Source: an optimization exercise on an open RTL-to-GDS flow (aim: small area, a short achievable clock period and few clock cycles). Production flows keep margins and buffers that such runs may drop. Only simulation tests tie the RTL to the original design; equivalence was not proved.

==> flow/design.v <==
module ALU(
	input [32 -1:0] in1      , 
	input [32 -1:0] in2      ,
	input [5 -1:0] ALUCtl    ,
	input Sign               ,
	output reg [32 -1:0] out ,
	output zero
);
	assign zero = (out==32'b0)?1:0;
	wire ss;
	assign ss = {in1[31], in2[31]};
	wire lt_31;
	assign lt_31 = (in1[30:0] < in2[30:0]);
	wire lt_signed;
	assign lt_signed = (in1[31] ^ in2[31])? 
		((ss == 2'b01)? 0: 1): lt_31;
	always @(*)
		case (ALUCtl)
			5'b00000: out <= in1 & in2;
			5'b00001: out <= in1 | in2;
			5'b00010: out <= in1 + in2;
			5'b00110: out <= in1 - in2;
			5'b00111: out <= {31'h00000000, Sign? lt_signed: (in1 < in2)};
			5'b01100: out <= ~(in1 | in2);
			5'b01101: out <= in1 ^ in2;
			5'b10000: out <= (in2 << in1[4:0]);
			5'b11000: out <= (in2 >> in1[4:0]);
			5'b11001: out <= ({{32{in2[31]}}, in2} >> in1[4:0]);
			5'b11010: out <= in1 * in2;
			default: out <= 32'h00000000;
		endcase
endmodule
module ALUControl(
	input  [4 -1:0] ALUOp      , 
	input  [6 -1:0] Funct      , 
	output reg [5 -1:0] ALUCtl , 
	output  Sign
);
	parameter aluAND = 5'b00000;
	parameter aluOR  = 5'b00001;
	parameter aluADD = 5'b00010;
	parameter aluSUB = 5'b00110;
	parameter aluSLT = 5'b00111;
	parameter aluNOR = 5'b01100;
	parameter aluXOR = 5'b01101;
	parameter aluSLL = 5'b10000;
	parameter aluSRL = 5'b11000;
	parameter aluSRA = 5'b11001;
	parameter aluMUL = 5'b11010;
	assign Sign = (ALUOp[2:0] == 3'b010)? ~Funct[0]: ~ALUOp[3];
	reg [4:0] aluFunct;
	always @(*)
		case (Funct)
			6'b00_0000: aluFunct <= aluSLL;
			6'b00_0010: aluFunct <= aluSRL;
			6'b00_0011: aluFunct <= aluSRA;
			6'b10_0000: aluFunct <= aluADD;
			6'b10_0001: aluFunct <= aluADD;
			6'b10_0010: aluFunct <= aluSUB;
			6'b10_0011: aluFunct <= aluSUB;
			6'b10_0100: aluFunct <= aluAND;
			6'b10_0101: aluFunct <= aluOR;
			6'b10_0110: aluFunct <= aluXOR;
			6'b10_0111: aluFunct <= aluNOR;
			6'b10_1010: aluFunct <= aluSLT;
			6'b10_1011: aluFunct <= aluSLT;
			default: aluFunct <= aluADD;
		endcase
	always @(*)
		case (ALUOp[2:0])
			3'b000: ALUCtl <= aluADD;
			3'b001: ALUCtl <= aluSUB;
			3'b100: ALUCtl <= aluAND;
			3'b101: ALUCtl <= aluSLT;
			3'b010: ALUCtl <= aluFunct;
			3'b110: ALUCtl <= aluMUL;
			default: ALUCtl <= aluADD;
		endcase
endmodule
module Control(
	input  [6 -1:0] OpCode   ,
	input  [6 -1:0] Funct    ,
	output [2 -1:0] PCSrc    ,
	output Branch            ,
	output RegWrite          ,
	output [2 -1:0] RegDst   ,
	output MemRead           ,
	output MemWrite          ,
	output [2 -1:0] MemtoReg ,
	output ALUSrc1           ,
	output ALUSrc2           ,
	output ExtOp             ,
	output LuOp              ,
	output [4 -1:0] ALUOp	 ,
	output [2 : 0] BranchType	
);
	assign PCSrc = (OpCode==6'h04||OpCode==6'h05||OpCode==6'h06||OpCode==6'h07)? 2'b01: (OpCode==6'h02||OpCode==6'h03)? 2'b10:(OpCode==6'h00&&(Funct==6'h08||Funct==6'h09))? 2'b11:2'b00;
	assign Branch = (OpCode == 6'h04||OpCode==6'h05||OpCode==6'h06||OpCode==6'h07)? 1'b1: 1'b0;
	assign RegWrite = ((OpCode == 6'h00 && Funct != 6'h08) || OpCode == 6'h23 || OpCode == 6'h0f || OpCode == 6'h08 || OpCode == 6'h09 || OpCode == 6'h0a || OpCode == 6'h0b || OpCode == 6'h0c || OpCode == 6'h03 || OpCode == 6'h1c)? 1'b1: 1'b0;
	assign RegDst = (OpCode == 6'h23 || OpCode == 6'h0f || OpCode == 6'h08 || OpCode == 6'h09 || OpCode == 6'h0a || OpCode == 6'h0b || OpCode == 6'h0c)? 2'b01: (OpCode == 6'h00 || OpCode == 6'h1c)? 2'b00: 2'b10;
	assign MemRead = (OpCode == 6'h23)? 1'b1: 1'b0;
	assign MemWrite = (OpCode == 6'h2b)? 1'b1: 1'b0;
	assign MemtoReg = (OpCode == 6'h03 || (OpCode == 6'h00 && Funct == 6'h09))? 2'b10: (OpCode == 6'h23)? 2'b01: 2'b00;
	assign ALUSrc1 = ((OpCode==6'h00&&Funct==6'h00)||(OpCode==6'h00&&Funct==6'h02)||(OpCode==6'h00&&Funct==6'h03))? 1'b1: 1'b0;
	assign ALUSrc2 = (OpCode == 6'h00 || OpCode == 6'h04 || OpCode == 6'h05 || OpCode == 6'h06 || OpCode == 6'h07 || OpCode == 6'h1c)? 1'b0: 1'b1;
	assign ExtOp = (OpCode == 6'h0c)? 1'b0: 1'b1;
	assign LuOp = (OpCode == 6'h0f)? 1'b1: 1'b0;
	assign ALUOp[2:0] = 
		(OpCode == 6'h00)? 3'b010: 
		(OpCode == 6'h04 || OpCode == 6'h05 || OpCode == 6'h06 || OpCode == 6'h07)? 3'b001: 
		(OpCode == 6'h0c)? 3'b100: 
		(OpCode == 6'h0a || OpCode == 6'h0b)? 3'b101:
		(OpCode == 6'h1c)? 3'b110:
		3'b000;
	assign ALUOp[3] = OpCode[0];
	assign BranchType=(OpCode==6'h04)? 3'b000:(OpCode==6'h05)? 3'b001:(OpCode==6'h06)? 3'b010:(OpCode==6'h07)? 3'b011:3'b100;
endmodule
module ImmProcess(ExtOp, LuiOp, Immediate, ImmExtOut); 
    input ExtOp;  
    input LuiOp;  
    input [15:0] Immediate;
    output [31:0] ImmExtOut;
    wire [31:0] ImmExt;
    assign ImmExt = {ExtOp? {16{Immediate[15]}}: 16'h0000, Immediate};
    assign ImmExtOut = LuiOp? {Immediate, 16'h0000}: ImmExt;
endmodule
module Forwarding(
    input EX_MEM_RegWrite,
    input MEM_WB_RegWrite,
    input [4:0] EX_MEM_Write_Address,
    input [4:0] MEM_WB_Write_Address,
    input [4:0] ID_EX_Rs,
    input [4:0] ID_EX_Rt,
    input [4:0] IF_ID_Rs,
    output [1:0] Forward_EXMEM_EX,
    output [1:0] Forward_MEMWB_EX,
    output  Forward_EXMEM_ID
);
    assign Forward_EXMEM_EX = (EX_MEM_RegWrite && (EX_MEM_Write_Address != 0) && (EX_MEM_Write_Address == ID_EX_Rs))?2'b10:
                               (MEM_WB_RegWrite && (MEM_WB_Write_Address != 0) && (MEM_WB_Write_Address == ID_EX_Rs))?2'b01:
                               2'b00;
    assign Forward_MEMWB_EX = (EX_MEM_RegWrite && (EX_MEM_Write_Address != 0) && (EX_MEM_Write_Address == ID_EX_Rt))?2'b10:
                                 (MEM_WB_RegWrite && (MEM_WB_Write_Address != 0) && (MEM_WB_Write_Address == ID_EX_Rt))?2'b01:
                                 2'b00;
    assign Forward_EXMEM_ID = (EX_MEM_RegWrite && (EX_MEM_Write_Address != 0) && (EX_MEM_Write_Address == IF_ID_Rs))?1'b1:1'b0;
endmodule
module Hazard_Detect(
    input ID_EX_MemRead,
    input [4:0] IF_ID_Rs,
    input [4:0] IF_ID_Rt,
    input [4:0] ID_EX_Rt,
    input ID_Jump_Reg,
    input ID_EX_RegWrite,
    input [4:0] ID_EX_Write_Address,
    input EX_MEM_MemRead,
    input [4:0] EX_MEM_Write_Address,
    input EX_zero,
    input EX_sign,
    input EX_Branch,
    input [2:0] EX_Branch_Type,
    input [1:0] ID_PCSrc,
    output load_use_hazard_stall,
    output branch_hazard_flush,
    output jump_flush
);
    wire load_use = (ID_EX_MemRead && ((IF_ID_Rs == ID_EX_Rt) || (IF_ID_Rt == ID_EX_Rt)))?1'b1:1'b0;
    wire jump_reg_use = ID_Jump_Reg && (IF_ID_Rs != 0) &&
                        ((ID_EX_RegWrite && ID_EX_Write_Address == IF_ID_Rs) ||
                         (EX_MEM_MemRead && EX_MEM_Write_Address == IF_ID_Rs));
    assign load_use_hazard_stall = load_use || jump_reg_use;
    wire taken = (EX_Branch_Type == 3'b000)? EX_zero:
                 (EX_Branch_Type == 3'b001)? ~EX_zero:
                 (EX_Branch_Type == 3'b010)? (EX_zero | EX_sign):
                 (EX_Branch_Type == 3'b011)? ~(EX_zero | EX_sign): 1'b0;
    assign branch_hazard_flush = (taken && EX_Branch==1)?1'b1:1'b0;
    assign jump_flush = (ID_PCSrc[1] && !load_use_hazard_stall)? 1'b1:1'b0;
endmodule
module PC(
    clk,reset,PC_i,PC_o
);
    input clk,reset;
    input [31:0] PC_i;
    output reg [31:0] PC_o;
    always @(posedge clk or posedge reset) begin
        if(reset) PC_o<=32'b0;
        else PC_o<=PC_i;
    end
endmodule
module RegisterFile(
	input  reset                    , 
	input  clk                      ,
	input  RegWrite                 ,
	input  [5 -1:0]  Read_register1 , 
	input  [5 -1:0]  Read_register2 , 
	input  [5 -1:0]  Write_register ,
	input  [32 -1:0] Write_data     ,
	output [32 -1:0] Read_data1     , 
	output [32 -1:0] Read_data2
);
	reg [31:0] RF_data[31:1];
	assign Read_data1 = (Read_register1 == 5'b00000)? 32'h00000000: RF_data[Read_register1];
	assign Read_data2 = (Read_register2 == 5'b00000)? 32'h00000000: RF_data[Read_register2];
	integer i;
	always @(posedge reset or posedge clk)
		if (reset)
			for (i = 1; i < 32; i = i + 1) begin
				if(i==29) RF_data[i]<=32'd256;
				else RF_data[i] <= 32'h00000000;
			end
		else if (RegWrite && (Write_register != 5'b00000))
			RF_data[Write_register] <= Write_data;
endmodule
module IF_ID(
    input clk,
    input rst,
    input Stall,
    input IF_Flush,
    input [31:0] IF_PC,
    input [31:0] IF_Instruction,
    output reg [31:0] ID_Instruction,
    output reg [31:0] ID_PC
);
    always@(posedge clk or posedge rst)
        if(rst)
        begin
            ID_Instruction <= 32'h00000000;
            ID_PC <= 32'h00000000;
        end
        else if(IF_Flush)
        begin
            ID_Instruction <= 32'h00000000;
            ID_PC <= 32'h00000000;
        end
        else if(Stall)
        begin
            ID_Instruction <= ID_Instruction;
            ID_PC <= ID_PC;
        end
        else 
        begin
            ID_Instruction <= IF_Instruction;
            ID_PC <= IF_PC;
        end
endmodule
module ID_EX(
    input clk,
    input rst,
    input ID_Flush,
    input [4:0] ID_Rs,
    input [4:0] ID_Rt,
    input [4:0] ID_Rd,
    input [4:0] ID_Shamt,
    input [31:0] ID_Imm,
    input [31:0] ID_ReadData_1,
    input [31:0] ID_ReadData_2,
    input [31:0] ID_PC,
    input [31:0] ID_PC_address,
    input [1:0] ID_PCSrc,
    input [5:0] ID_OPCode,
    input ID_ALUSrc_1,
    input ID_ALUSrc_2,
    input ID_MemWrite,
    input ID_MemRead,
    input ID_RegWrite,
    input ID_Branch,
    input ID_Sign,
    input ID_LuOp,
    input [1:0] ID_RegDst,
    input [1:0] ID_MemtoReg,
    input [4:0] ID_ALUCtl,
    input [2:0] ID_BranchType,
    output reg [31:0] EX_PC,
    output reg [31:0] EX_PC_address, 
    output reg [31:0] EX_Imm,
    output reg [31:0] EX_ReadData_1,
    output reg [31:0] EX_ReadData_2,
    output reg [1:0] EX_PCSrc,
    output reg [5:0] EX_OPCode,
    output reg [4:0] EX_Rs,
    output reg [4:0] EX_Rt,
    output reg [4:0] EX_Rd,
    output reg [4:0] EX_Shamt,
    output reg EX_ALUSrc_1,
    output reg EX_ALUSrc_2,
    output reg EX_MemWrite,
    output reg EX_MemRead,
    output reg EX_Branch,
    output reg EX_Sign,
    output reg EX_RegWrite,
    output reg EX_LuOp,
    output reg [1:0] EX_RegDst,
    output reg [1:0] EX_MemtoReg,
    output reg [4:0] EX_ALUCtl,
    output reg [2:0] EX_BranchType
);
always @ (posedge clk or posedge rst) begin
    if (rst) begin
        EX_PC <= 0;
        EX_PC_address <= 0;
        EX_Imm <= 0;
        EX_ReadData_1 <= 0;
        EX_ReadData_2 <= 0;
        EX_PCSrc <= 0;
        EX_OPCode <= 0;
        EX_Rs <= 0;
        EX_Rt <= 0;
        EX_Rd <= 0;
        EX_Shamt <= 0;
        EX_ALUSrc_1 <= 0;
        EX_ALUSrc_2 <= 0;
        EX_MemWrite <= 0;
        EX_MemRead <= 0;
        EX_Branch <= 0;
        EX_Sign <= 0;
        EX_RegWrite <= 0;
        EX_LuOp <= 0;
        EX_RegDst <= 0;
        EX_MemtoReg <= 0;
        EX_ALUCtl <= 0;
        EX_BranchType <= 0;
    end
    else if (ID_Flush) begin
        EX_PC <= 0;
        EX_PC_address <= 0;
        EX_Imm <= 0;
        EX_ReadData_1 <= 0;
        EX_ReadData_2 <= 0;
        EX_PCSrc <= 0;
        EX_OPCode <= 0;
        EX_Rs <= 0;
        EX_Rt <= 0;
        EX_Rd <= 0;
        EX_Shamt <= 0;
        EX_ALUSrc_1 <= 0;
        EX_ALUSrc_2 <= 0;
        EX_MemWrite <= 0;
        EX_MemRead <= 0;
        EX_Branch <= 0;
        EX_Sign <= 0;
        EX_RegWrite <= 0;
        EX_LuOp <= 0;
        EX_RegDst <= 0;
        EX_MemtoReg <= 0;
        EX_ALUCtl <= 0;
        EX_BranchType <= 0;
    end
    else begin
        EX_PC <= ID_PC;
        EX_PC_address <= ID_PC_address;
        EX_Imm <= ID_Imm;
        EX_ReadData_1 <= ID_ReadData_1;
        EX_ReadData_2 <= ID_ReadData_2;
        EX_PCSrc <= ID_PCSrc;
        EX_OPCode <= ID_OPCode;
        EX_Rs <= ID_Rs;
        EX_Rt <= ID_Rt;
        EX_Rd <= ID_Rd;
        EX_Shamt <= ID_Shamt;
        EX_ALUSrc_1 <= ID_ALUSrc_1;
        EX_ALUSrc_2 <= ID_ALUSrc_2;
        EX_MemWrite <= ID_MemWrite;
        EX_MemRead <= ID_MemRead;
        EX_Branch <= ID_Branch;
        EX_Sign <= ID_Sign;
        EX_RegWrite <= ID_RegWrite;
        EX_LuOp <= ID_LuOp;
        EX_RegDst <= ID_RegDst;
        EX_MemtoReg <= ID_MemtoReg;
        EX_ALUCtl <= ID_ALUCtl;
        EX_BranchType <= ID_BranchType;
        end
end
endmodule
module EX_MEM(
    input clk,
    input rst,
    input [31:0] EX_PC,
    input [31:0] EX_ALUOut,
    input [31:0] EX_ReadData_2,
    input [4:0] EX_Rs,
    input [4:0] EX_Rt,
    input [4:0] EX_Write_Address,
    input [1:0] EX_MemtoReg,
    input EX_MemWrite,
    input EX_RegWrite,
    input EX_MemRead,
    output reg [31:0] MEM_PC,
    output reg [31:0] MEM_ALUOut,
    output reg [31:0] MEM_ReadData_2,
    output reg [4:0] MEM_Rs,
    output reg [4:0] MEM_Rt,
    output reg [4:0] MEM_Write_Address,
    output reg [1:0] MEM_MemtoReg,
    output reg MEM_MemWrite,
    output reg MEM_RegWrite,
    output reg MEM_MemRead
);
always @(posedge clk or posedge rst) begin
    if (rst) begin
        MEM_PC <= 0;
        MEM_ALUOut <= 0;
        MEM_ReadData_2 <= 0;
        MEM_Rs <= 0;
        MEM_Rt <= 0;
        MEM_Write_Address <= 0;
        MEM_MemtoReg <= 0;
        MEM_MemWrite <= 0;
        MEM_RegWrite <= 0;
        MEM_MemRead <= 0;
    end
    else begin
        MEM_PC <= EX_PC;
        MEM_ALUOut <= EX_ALUOut;
        MEM_ReadData_2 <= EX_ReadData_2;
        MEM_Rs <= EX_Rs;
        MEM_Rt <= EX_Rt;
        MEM_Write_Address <= EX_Write_Address;
        MEM_MemtoReg <= EX_MemtoReg;
        MEM_MemWrite <= EX_MemWrite;
        MEM_RegWrite <= EX_RegWrite;
        MEM_MemRead <= EX_MemRead;
    end
end
endmodule
module MEM_WB(
    input clk,
    input rst,
    input [31:0] MEM_ALU_Out,
    input [1:0] MEM_MemtoReg,
    input [4:0] MEM_Write_Address,
    input MEM_RegWrite,
    output reg [31:0] WB_ALU_Out,
    output reg [1:0] WB_MemtoReg,
    output reg [4:0] WB_Write_Address,
    output reg WB_RegWrite
);
always @(posedge clk or posedge rst) begin
    if (rst) begin
        WB_ALU_Out <= 0;
        WB_MemtoReg <= 0;
        WB_Write_Address <= 0;
        WB_RegWrite <= 0;
    end
    else begin
        WB_ALU_Out <= MEM_ALU_Out;
        WB_MemtoReg <= MEM_MemtoReg;
        WB_Write_Address <= MEM_Write_Address;
        WB_RegWrite <= MEM_RegWrite;
    end
end
endmodule
module CPU(clk,reset,imem_addr,imem_rdata,dmem_addr,dmem_we,dmem_wdata,dmem_rdata);
	input clk,reset;
	output [31:0] imem_addr;
	input  [31:0] imem_rdata;
	output [31:0] dmem_addr;
	output dmem_we;
	output [31:0] dmem_wdata;
	input  [31:0] dmem_rdata;
	wire [31:0] IF_instruction;
	wire [31:0] ID_instruction;
	wire [31:0] PC_i;
	wire [31:0] PC_o;
	wire [31:0] IF_PC;
	wire [31:0] ID_PC;
	wire [1:0] ID_PC_Src;
	wire ID_Branch;
	wire ID_Reg_Write;
	wire [1:0] ID_Reg_Dst;
	wire ID_Mem_Read;
	wire ID_Mem_Write;
	wire [1:0] ID_Mem_To_Reg;
	wire ID_ALU_Src1;
	wire ID_ALU_Src2;
	wire ID_Ext_Op;
	wire ID_Lu_Op;
	wire [31:0] PCjump;
	wire [31:0] EX_PC;
	wire [31:0] ID_PC_Address;
	wire [31:0] EX_PC_Address;
	wire [1:0] EX_PC_Src;
	wire [31:0] ID_Imm;
	wire [31:0] ID_Read_Data1;
	wire [31:0] ID_Read_Data2;
	wire [4:0] ID_ALU_Ctl;
	wire [3:0] ID_ALU_Op;
	wire [2:0] ID_Branch_Type;
	wire ID_Sign;
	wire [4:0] EX_Rs;
	wire [4:0] EX_Rt;
	wire [4:0] EX_Rd;
	wire [4:0] EX_Shamt;
	wire [31:0] EX_Imm;
	wire [31:0] EX_Read_Data1;
	wire [31:0] EX_Read_Data2;
	wire [5:0] EX_OP_Code;
	wire EX_ALU_Src1;
	wire EX_ALU_Src2;
	wire [1:0] EX_Reg_Dst;
	wire EX_Mem_Write;
	wire EX_Branch;
	wire EX_Mem_Read;
	wire [1:0] EX_Mem_To_Reg;
	wire EX_Reg_Write;
	wire EX_Sign;
	wire [4:0] EX_ALU_Op; 
	wire EX_Lu_Op;
	wire [2:0] EX_Branch_Type;
	wire [31:0] MEM_PC;
	wire [4:0] EX_Write_Address;
	wire [31:0] ALU_Out;
	wire [31:0] EX_ALU_Out;
	wire EX_zero;
	wire [4:0] MEM_Rs;
	wire [4:0] MEM_Rt;
	wire MEM_Mem_Write;
	wire [1:0] MEM_Mem_To_Reg;
	wire MEM_Reg_Write;
	wire [4:0] MEM_Write_Address;
	wire MEM_Mem_Read;
	wire [31:0] MEM_ALU_Out;
	wire [31:0] MEM_Read_Data_2;
	wire [1:0]WB_Mem_To_Reg;
	wire WB_Reg_Write;
	wire [4:0] WB_Write_Address;
	wire [31:0] WB_ALU_Out;
	wire [31:0] Reg_Write_Data;
	wire [1:0] Forwarding1;
	wire [1:0] Forwarding2;
	wire Forwarding3;
	wire [31:0] PC_Reg;
	wire [31:0] EX_in1;
	wire [31:0] EX_in2;
	wire [31:0] EX_fwd1;
	wire [31:0] EX_fwd2;
	wire Load_Use_Hazard_Stall;
	wire Branch_Hazard_Flush;
	wire Jump_Flush;
	wire [31:0] Refresh_ID_Read_Data1;
	wire [31:0] Refresh_ID_Read_Data2;
	wire [31:0] Refresh_EX_Read_Data;
	assign IF_PC=PC_o+32'h4;
	assign PC_i=(Branch_Hazard_Flush==1'b1)?EX_PC_Address:
	(Load_Use_Hazard_Stall==1'b1)?PC_o:
	(ID_PC_Src==2'b10)?PCjump:
	(ID_PC_Src==2'b11)?PC_Reg:
	IF_PC;
	PC PC_Counter(
		.clk(clk),
		.reset(reset),
		.PC_i(PC_i),
		.PC_o(PC_o)
	);
	assign imem_addr=PC_i;
	assign IF_instruction=imem_rdata;
	IF_ID IF_ID_test(
		.clk(clk),
		.rst(reset),
		.Stall(Load_Use_Hazard_Stall),
		.IF_Flush(Jump_Flush||Branch_Hazard_Flush),
		.IF_PC(IF_PC),
		.IF_Instruction(IF_instruction),
		.ID_PC(ID_PC),
		.ID_Instruction(ID_instruction)
	);
	Control Control_test(
		.OpCode(ID_instruction[31:26]),
		.Funct(ID_instruction[5:0]),
		.PCSrc(ID_PC_Src),
		.Branch(ID_Branch),
		.RegWrite(ID_Reg_Write),
		.RegDst(ID_Reg_Dst),
		.MemRead(ID_Mem_Read),
		.MemWrite(ID_Mem_Write),
		.MemtoReg(ID_Mem_To_Reg),
		.ALUSrc1(ID_ALU_Src1),
		.ALUSrc2(ID_ALU_Src2),
		.ExtOp(ID_Ext_Op),
		.LuOp(ID_Lu_Op),
		.ALUOp(ID_ALU_Op),
		.BranchType(ID_Branch_Type)
	);
	ID_EX ID_EX_test(
		.clk(clk),
		.rst(reset),
		.ID_Flush(Load_Use_Hazard_Stall||Branch_Hazard_Flush),
		.ID_ReadData_1(Refresh_ID_Read_Data1),
		.ID_ReadData_2(Refresh_ID_Read_Data2),
		.ID_Sign(ID_Sign),
		.ID_PC(ID_PC),
		.ID_PC_address(ID_PC_Address),
		.ID_PCSrc(ID_PC_Src),
		.ID_Rs(ID_instruction[25:21]),
		.ID_Rt(ID_instruction[20:16]),
		.ID_Rd(ID_instruction[15:11]),
		.ID_Shamt(ID_instruction[10:6]),
		.ID_Imm(ID_Imm),
		.ID_OPCode(ID_instruction[31:26]),
		.ID_ALUSrc_1(ID_ALU_Src1),
		.ID_ALUSrc_2(ID_ALU_Src2),
		.ID_RegDst(ID_Reg_Dst),
		.ID_MemWrite(ID_Mem_Write),
		.ID_Branch(ID_Branch),
		.ID_MemRead(ID_Mem_Read),
		.ID_MemtoReg(ID_Mem_To_Reg),
		.ID_RegWrite(ID_Reg_Write),
		.ID_ALUCtl(ID_ALU_Ctl),
		.ID_LuOp(ID_Lu_Op),
		.ID_BranchType(ID_Branch_Type),
		.EX_PC(EX_PC),
		.EX_PC_address(EX_PC_Address),
		.EX_Imm(EX_Imm),
		.EX_ReadData_1(EX_Read_Data1),
		.EX_ReadData_2(EX_Read_Data2),
		.EX_PCSrc(EX_PC_Src),
		.EX_OPCode(EX_OP_Code),
		.EX_Rs(EX_Rs),
		.EX_Rt(EX_Rt),
		.EX_Rd(EX_Rd),
		.EX_Shamt(EX_Shamt),
		.EX_ALUSrc_1(EX_ALU_Src1),
		.EX_ALUSrc_2(EX_ALU_Src2),
		.EX_MemWrite(EX_Mem_Write),
		.EX_MemRead(EX_Mem_Read),
		.EX_Branch(EX_Branch),
		.EX_Sign(EX_Sign),
		.EX_RegWrite(EX_Reg_Write),
		.EX_LuOp(EX_Lu_Op),
		.EX_RegDst(EX_Reg_Dst),
		.EX_MemtoReg(EX_Mem_To_Reg),
		.EX_ALUCtl(EX_ALU_Op),
		.EX_BranchType(EX_Branch_Type)
	);
	ImmProcess ImmProcess_test(
		.ExtOp(ID_Ext_Op),
		.LuiOp(ID_Lu_Op),
		.Immediate(ID_instruction[15:0]),
		.ImmExtOut(ID_Imm)
	);
	RegisterFile RegisterFile_test(
		.clk(clk),
		.reset(reset),
		.RegWrite(WB_Reg_Write),
		.Read_register1(ID_instruction[25:21]),
		.Read_register2(ID_instruction[20:16]),
		.Write_register(WB_Write_Address),
		.Write_data(Reg_Write_Data),
		.Read_data1(ID_Read_Data1),
		.Read_data2(ID_Read_Data2)
	);
	ALUControl ALUControl_test(
		.ALUOp(ID_ALU_Op),
		.Funct(ID_instruction[5:0]),
		.ALUCtl(ID_ALU_Ctl),
		.Sign(ID_Sign)
	);
	assign PCjump={ID_PC[31:28],ID_instruction[25:0],2'b00};
	assign ID_PC_Address=ID_PC+{{14{ID_instruction[15]}},ID_instruction[15:0],2'b00};
	assign PC_Reg=(Forwarding3==1'b1)?MEM_ALU_Out:Refresh_ID_Read_Data1;
	assign Refresh_ID_Read_Data1=(WB_Reg_Write&&WB_Write_Address!=0&&WB_Write_Address==ID_instruction[25:21])?Reg_Write_Data:ID_Read_Data1;
	assign Refresh_ID_Read_Data2=(WB_Reg_Write&&WB_Write_Address!=0&&WB_Write_Address==ID_instruction[20:16])?Reg_Write_Data:ID_Read_Data2;
	ALU ALU_test(
		.in1(EX_in1),
		.in2(EX_in2),
		.ALUCtl(EX_ALU_Op),
		.Sign(EX_Sign),
		.out(ALU_Out),
		.zero(EX_zero)
	);
	EX_MEM EX_MEM_test(
		.clk(clk),
		.rst(reset),
		.EX_PC(EX_PC),
		.EX_ALUOut(EX_ALU_Out),
		.EX_ReadData_2(Refresh_EX_Read_Data),
		.EX_Rs(EX_Rs),
		.EX_Rt(EX_Rt),
		.EX_Write_Address(EX_Write_Address),
		.EX_MemtoReg(EX_Mem_To_Reg),
		.EX_MemWrite(EX_Mem_Write),
		.EX_MemRead(EX_Mem_Read),
		.EX_RegWrite(EX_Reg_Write),
		.MEM_PC(MEM_PC),
		.MEM_ALUOut(MEM_ALU_Out),
		.MEM_ReadData_2(MEM_Read_Data_2),
		.MEM_Rs(MEM_Rs),
		.MEM_Rt(MEM_Rt),
		.MEM_Write_Address(MEM_Write_Address),
		.MEM_MemtoReg(MEM_Mem_To_Reg),
		.MEM_MemWrite(MEM_Mem_Write),
		.MEM_MemRead(MEM_Mem_Read),
		.MEM_RegWrite(MEM_Reg_Write)
	);
	assign EX_Write_Address=(EX_Reg_Dst==2'b00)?EX_Rd:(EX_Reg_Dst==2'b01)?EX_Rt:5'b11111;
	assign EX_fwd1=(Forwarding1==2'b10)?MEM_ALU_Out:(Forwarding1==2'b01)?Reg_Write_Data:EX_Read_Data1;
	assign EX_fwd2=(Forwarding2==2'b10)?MEM_ALU_Out:(Forwarding2==2'b01)?Reg_Write_Data:EX_Read_Data2;
	assign EX_in1=(EX_ALU_Src1==1'b0)?EX_fwd1:{27'b0,EX_Shamt};
	assign EX_in2=(EX_ALU_Src2==1'b0)?EX_fwd2:EX_Imm;
	assign EX_ALU_Out=(EX_Mem_To_Reg==2'b10)?EX_PC:(EX_Lu_Op==1'b0)?ALU_Out:EX_Imm;
	assign Refresh_EX_Read_Data=EX_fwd2;
	assign dmem_addr=MEM_ALU_Out;
	assign dmem_we=MEM_Mem_Write;
	assign dmem_wdata=MEM_Read_Data_2;
	MEM_WB MEM_WB_test(
		.clk(clk),
		.rst(reset),
		.MEM_ALU_Out(MEM_ALU_Out),
		.MEM_MemtoReg(MEM_Mem_To_Reg),
		.MEM_Write_Address(MEM_Write_Address),
		.MEM_RegWrite(MEM_Reg_Write),
		.WB_ALU_Out(WB_ALU_Out),
		.WB_MemtoReg(WB_Mem_To_Reg),
		.WB_Write_Address(WB_Write_Address),
		.WB_RegWrite(WB_Reg_Write)
	);
	assign Reg_Write_Data=(WB_Mem_To_Reg==2'b01)?dmem_rdata:WB_ALU_Out;
	Forwarding Forwarding_test(
		.EX_MEM_RegWrite(MEM_Reg_Write),
		.MEM_WB_RegWrite(WB_Reg_Write),
		.EX_MEM_Write_Address(MEM_Write_Address),
		.MEM_WB_Write_Address(WB_Write_Address),
		.ID_EX_Rs(EX_Rs),
		.ID_EX_Rt(EX_Rt),
		.IF_ID_Rs(ID_instruction[25:21]),
		.Forward_EXMEM_EX(Forwarding1),
		.Forward_MEMWB_EX(Forwarding2),
		.Forward_EXMEM_ID(Forwarding3)
	);
	Hazard_Detect Hazard_Detect_test(
		.ID_EX_MemRead(EX_Mem_Read),
		.IF_ID_Rs(ID_instruction[25:21]),
		.IF_ID_Rt(ID_instruction[20:16]),
		.ID_EX_Rt(EX_Rt),
		.ID_Jump_Reg(ID_PC_Src==2'b11),
		.ID_EX_RegWrite(EX_Reg_Write),
		.ID_EX_Write_Address(EX_Write_Address),
		.EX_MEM_MemRead(MEM_Mem_Read),
		.EX_MEM_Write_Address(MEM_Write_Address),
		.EX_zero(EX_zero),
		.EX_sign(ALU_Out[31]),
		.EX_Branch(EX_Branch),
		.EX_Branch_Type(EX_Branch_Type),
		.ID_PCSrc(ID_PC_Src),
		.load_use_hazard_stall(Load_Use_Hazard_Stall),
		.branch_hazard_flush(Branch_Hazard_Flush),
		.jump_flush(Jump_Flush)
	);
endmodule
==> flow/run.sh <==
#!/bin/bash
# synth_recipe.tcl (not shown) runs the flow's synth.tcl, then flattens the netlist and writes it again
# the make line also repeats each setting of config.mk as NAME=value (left out here)
make -C /OpenROAD-flow-scripts/flow DESIGN_CONFIG=/design/flow/config.mk WORK_HOME=/design/flow/orfs CLKGATE_MAP_FILE= SYNTH_SCRIPT=/design/flow/synth_recipe.tcl finish
==> flow/config.mk <==
export PLATFORM = sky130hd
export DESIGN_NAME = CPU
export DESIGN_NICKNAME = CPU
export VERILOG_FILES = /design/flow/design.v
export SDC_FILE = /design/flow/constraint.sdc
export NUM_CORES = 8
export LEC_CHECK = 0
export CAP_MARGIN = 30
export CORE_MARGIN = 2
export CORE_UTILIZATION = 40
export SETUP_SLACK_MARGIN = 0.4
export SLEW_MARGIN = 30
==> flow/constraint.sdc <==
create_clock -name core_clock -period 20.0 [get_ports {clk}]
set_input_delay 4.0000 -clock core_clock [delete_from_list [all_inputs] [get_ports {clk}]]
set_output_delay 4.0000 -clock core_clock [all_outputs]
set_load 0.01 [all_outputs]
==> summary.txt <==
## worst max-delay path by stage
stage                                      to            from  slack, ns
floorplan           EX_MEM_test.MEM_ALUOut[0]           reset      -3.37
global placement                 imem_addr[1]   dmem_rdata[2]      -0.07
detailed placement              imem_addr[19]   dmem_rdata[2]       0.19
CTS                              imem_addr[3]   dmem_rdata[6]       0.54
global route                     imem_addr[0]   dmem_rdata[6]       0.39
finish                           imem_addr[3]  dmem_rdata[15]       0.47
## cell type report
cell class                 instances  area (um2)  area share [%]
tap                             3009        3765           3.632
clock buffer                     207        4215           4.066
antenna                           42       105.1          0.1014
timing repair buffer             590        5343           5.154
clock inverter                    53       696.9          0.6723
multi-input combinational       7605       52760           50.89
sequential                      1400       35040           33.80
inverter                         457        1740           1.679
## layer usage
metal  GRT usage, %  part of all wire [%]
met5         0.4695                 0.094
met2          55.79                    39
met4          30.39                   9.4
met1          51.21                    36
met3          17.28                    15
## state kept, by name, summed over array words and instances, names as in the netlist, 3 cells and up
signal,cells
ID_EX_test.EX_Rs,5
RegisterFile_test.RF_data,992
ID_EX_test.EX_BranchType,3
EX_MEM_test.MEM_ReadData_2,32
MEM_WB_test.WB_ALU_Out,32
ID_EX_test.EX_Rt,5
ID_EX_test.EX_Rd,5
IF_ID_test.ID_Instruction,32
ID_EX_test.EX_ReadData_2,32
PC_Counter.PC_o,32
ID_EX_test.EX_Shamt,5
EX_MEM_test.MEM_ALUOut,32
ID_EX_test.EX_PC,32
ID_EX_test.EX_ALUCtl,5
MEM_WB_test.WB_Write_Address,5
ID_EX_test.EX_ReadData_1,32
EX_MEM_test.MEM_Write_Address,5
ID_EX_test.EX_Imm,32
IF_ID_test.ID_PC,32
ID_EX_test.EX_PC_address,30
## through the flow
step	area, um2	setup slack [ns]	hold WS, ns	std cells
floorplan	91910	-3.372	0.3312	10370
global placement	97820	-0.07289	0.3344	13030
detailed placement	98170	0.1866	0.3362	13040
CTS	103100	0.5370	0.3493	13300
global route	103600	0.3914	0.3620	13330
finish	103700	0.4674	0.3502	13360
## critical path: cells and delay by family
| kind | cells | cell delay [ns] |
|---|---|---|
| adder cells (fa/ha/maj) | 9 | 4.26 |
| buffers and inverters | 6 | 2.33 |
| XOR/XNOR | 9 | 2.16 |
| AO/OA/AOI/OAI | 5 | 1.77 |
| multiplexers | 2 | 0.69 |
| AND/OR/NAND/NOR | 2 | 0.29 |
## placed cells by master (no fill, tap or decap), drive strengths merged, types with 73 or more instances in the layout
master,instances
dfrtp,1399
nand2,1131
nor2,1055
a21oi,956
o21ai,718
inv,442
a22oi,437
buf,428
fa,411
nor3,374
ha,254
a221oi,240
a22o,213
clkbuf,207
nand3,205
nand4,181
clkdlybuf4s50,158
mux2i,140
xnor2,133
o211ai,92
mux2,77
o31ai,73
## logic make-up after synthesis
family | count (synthesis)
XOR/XNOR | 197
AO/OA/AOI/OAI | 3249
AND/OR/NAND/NOR | 3271
flip-flops | 1400
multiplexers | 222
buffers and inverters | 1364
adder cells (fa/ha/maj) | 665
## repair_timing
item                                    in CTS  in global routing
setup buffers                                1                 10
pin swaps                                    1                  2
hold buffers                                 0                  0
endpoints found under the setup margin      32                 32
resized for setup                            1                 18
gates cloned                                 0                  1
==> summary.txt <==
# TYPE chip_impl_metric gauge
chip_impl_info{name="outcome",value="timing/DRC/antenna clean"} 1
chip_impl_metric{name="cp_data_required_time",unit="ns"} 16.00
chip_impl_metric{name="reg2reg_depth",unit=""} 39
chip_impl_metric{name="crit_share_post_route",unit="%"} 97.66
chip_impl_info{name="r2r_start",value="EX_MEM_test.MEM_Write_Address[3]"} 1
chip_impl_metric{name="vias_per_cell",unit=""} 6.965
chip_impl_metric{name="post_synth_mux_area_share",unit="%"} 2.595
chip_impl_metric{name="first_global_vias",unit=""} 89020
chip_impl_info{name="rr_endpoint",value="ID_EX_test.EX_ALUCtl[3]"} 1
chip_impl_metric{name="ioPinCount",unit=""} 163
chip_impl_info{name="endpoint_kind_of_the_worst_setup_timing_path",value="output port"} 1
chip_impl_metric{name="overall_die_width",unit="um"} 483.3
chip_impl_metric{name="drcViolationCount",unit=""} 0
chip_impl_metric{name="yosysUniqueCellTypes",unit=""} 99
chip_impl_metric{name="clock_insertion_delay_worst_skew",unit="ns"} 0.86
chip_impl_metric{name="utilization",unit="%"} 45.48
chip_impl_info{name="hold_end",value="MEM_WB_test.WB_MemtoReg[1]"} 1
chip_impl_metric{name="cp_max_fo",unit=""} 21
chip_impl_metric{name="grt_max_degree",unit=""} 179
chip_impl_metric{name="cts-root-to-sink-buffers",unit=""} 3
chip_impl_metric{name="cts_made_buffers",unit=""} 146
chip_impl_metric{name="fin_worst_skew",unit="ns"} 0.04492
chip_impl_metric{name="slew_violations",unit=""} 0
chip_impl_metric{name="worst-endpoint-arrival",unit="ns"} 15.53
chip_impl_metric{name="final_antenna_net_count",unit=""} 0
chip_impl_info{name="unrepaired_setup_endpoints_after_global_routing",value="no"} 1
chip_impl_metric{name="finalSetupViolCount",unit=""} 0
chip_impl_info{name="synth_ff_type",value="sky130_fd_sc_hd__dfrtp_1"} 1
chip_impl_metric{name="fillerInstances",unit=""} 21910
chip_impl_info{name="synth_top_cells_by_area",value="sky130_fd_sc_hd__dfrtp_1 (38%), sky130_fd_sc_hd__fa_1 (9.0%), sky130_fd_sc_hd__a21oi_1 (5.2%), sky130_fd_sc_hd__nand2_1 (4.6%), sky130_fd_sc_hd__nor2_1 (4.3%)"} 1
chip_impl_metric{name="critical_path.max_stage_delay",unit="ns"} 0.93
chip_impl_info{name="cpMaxStageDelayCell",value="sky130_fd_sc_hd__clkdlybuf4s50_1"} 1
chip_impl_metric{name="grt_remaining_overflow",unit=""} 0
chip_impl_metric{name="yosysWarningCount",unit=""} 9
chip_impl_metric{name="ys_seq_elements",unit=""} 1400
chip_impl_metric{name="buffer_ports.inserted",unit=""} 162
chip_impl_metric{name="finalWirelength",unit="mm"} 493.0
chip_impl_metric{name="core",unit="um2"} 227900
chip_impl_metric{name="clock_sink_count",unit=""} 1400
chip_impl_metric{name="first_pass_iters",unit=""} 15
chip_impl_metric{name="post_route_cells_drive_above_1_share",unit="%"} 9.891
chip_impl_metric{name="rows",unit=""} 175
chip_impl_metric{name="routed-via-count",unit=""} 93070
chip_impl_metric{name="first_pass_grt_wire_length",unit="mm"} 687.1
chip_impl_metric{name="hold_viol",unit=""} 0
chip_impl_info{name="worst_hold_startpoint",value="EX_MEM_test.MEM_MemtoReg[1]"} 1
chip_impl_metric{name="reg2reg_setup_slack",unit="ns"} 5.92
chip_impl_metric{name="postSynthAreaPerCell",unit="um2"} 8.865
chip_impl_metric{name="syn_inst",unit=""} 10370
chip_impl_metric{name="tns",unit="ns"} 0
chip_impl_metric{name="drt_first_iter_violations",unit=""} 16100
chip_impl_info{name="synth.most_common_cell",value="sky130_fd_sc_hd__dfrtp_1"} 1
chip_impl_info{name="synth_top_area_cell",value="sky130_fd_sc_hd__dfrtp_1"} 1
chip_impl_metric{name="h-tree-depth",unit=""} 4
chip_impl_metric{name="clk_pin_slew",unit="ns"} 0.06
chip_impl_metric{name="synth_compound_gate_area_share",unit="%"} 23.37
chip_impl_metric{name="yosysSeqAreaShare",unit="%"} 38.12
chip_impl_metric{name="fp.dieArea",unit="um2"} 233600
chip_impl_metric{name="detail_route.wl_per_cell",unit="um"} 36.89
chip_impl_metric{name="chipHeight",unit="um"} 483.3
chip_impl_metric{name="grtUsageTotal",unit="%"} 40.93
chip_impl_metric{name="initial_core_util",unit="%"} 40.32
chip_impl_metric{name="period_needed",unit="ns"} 19.53
chip_impl_metric{name="synth_area_in_adders",unit="%"} 12.41
chip_impl_metric{name="gpl.final_weighted_congestion",unit=""} 1.068
chip_impl_metric{name="synth_top_area_share",unit="%"} 38.09
chip_impl_info{name="cts_tree",value="done"} 1
chip_impl_info{name="hold_path.class",value="reg2reg"} 1
chip_impl_info{name="main_combinational_cell_family_by_area_after_synthesis",value="compound AO/OA/AOI/OAI gates"} 1
chip_impl_info{name="worst_path_most_repeated_cell",value="sky130_fd_sc_hd__fa_1"} 1
chip_impl_metric{name="maxClockFrequency",unit="GHz"} 0.05120
chip_impl_metric{name="synth.net_count",unit=""} 11100
chip_impl_info{name="critPathKind",value="in2out"} 1
chip_impl_metric{name="synth_edf_count",unit=""} 0
chip_impl_metric{name="synthSimpleGateAreaFrac",unit="%"} 15.67
chip_impl_metric{name="cap_violations",unit=""} 0
chip_impl_metric{name="mappedNetlistArea",unit="um2"} 91910
chip_impl_metric{name="worstHoldPathCells",unit=""} 0
chip_impl_metric{name="antenna_violations_before_repair",unit=""} 42
chip_impl_metric{name="slew_headroom",unit="%"} 11.80
chip_impl_metric{name="async_reset_ff_share",unit="%"} 100.0
chip_impl_info{name="ctsRootBufferMaster",value="sky130_fd_sc_hd__clkbuf_16"} 1
chip_impl_metric{name="area_growth",unit="%"} 12.79
chip_impl_info{name="ys_top_cells_by_count",value="sky130_fd_sc_hd__dfrtp_1 (1399), sky130_fd_sc_hd__nand2_1 (1131), sky130_fd_sc_hd__nor2_1 (1054)"} 1
chip_impl_metric{name="post-dp-hpwl",unit="mm"} 329.1
chip_impl_metric{name="finish.net_count",unit=""} 10930
chip_impl_info{name="crit_path_start_kind",value="input pin"} 1
chip_impl_metric{name="max_slew.worst_pin.slew",unit="ns"} 1.323
chip_impl_metric{name="post_synth_xor_area_fraction",unit="%"} 1.982
Testbench counts, summed over its fixed seeds: cycles 105,245.

-- afterwards: timing with drivers on the ports --
No port has a modelled driver above. Below, the same layout with a new extraction and two added sets of constraints.
Step 1: set_driving_cell puts a clkbuf_16 on clk and a buf_2 on each other input, an assumption about the parent block.
Step 2 times the ports against the registers' clock, not the clock port: input delays grow and output delays shrink by t, the midpoint of the rising clock arrivals with the driver on.
a / b / c = ideal ports / drivers / drivers and shift; a / b = the first two.
t, ns: 0.923
slack for setup (ns): 0.467 / 0.293 / 0.293
worst slew at a driven data input, ns: 0.21
cell pins on the clock port's net: 1
After both steps this run still meets setup and hold. For this run, drivers alone change the setup slack by -0.174 ns; drivers and shift together by -0.174 ns.
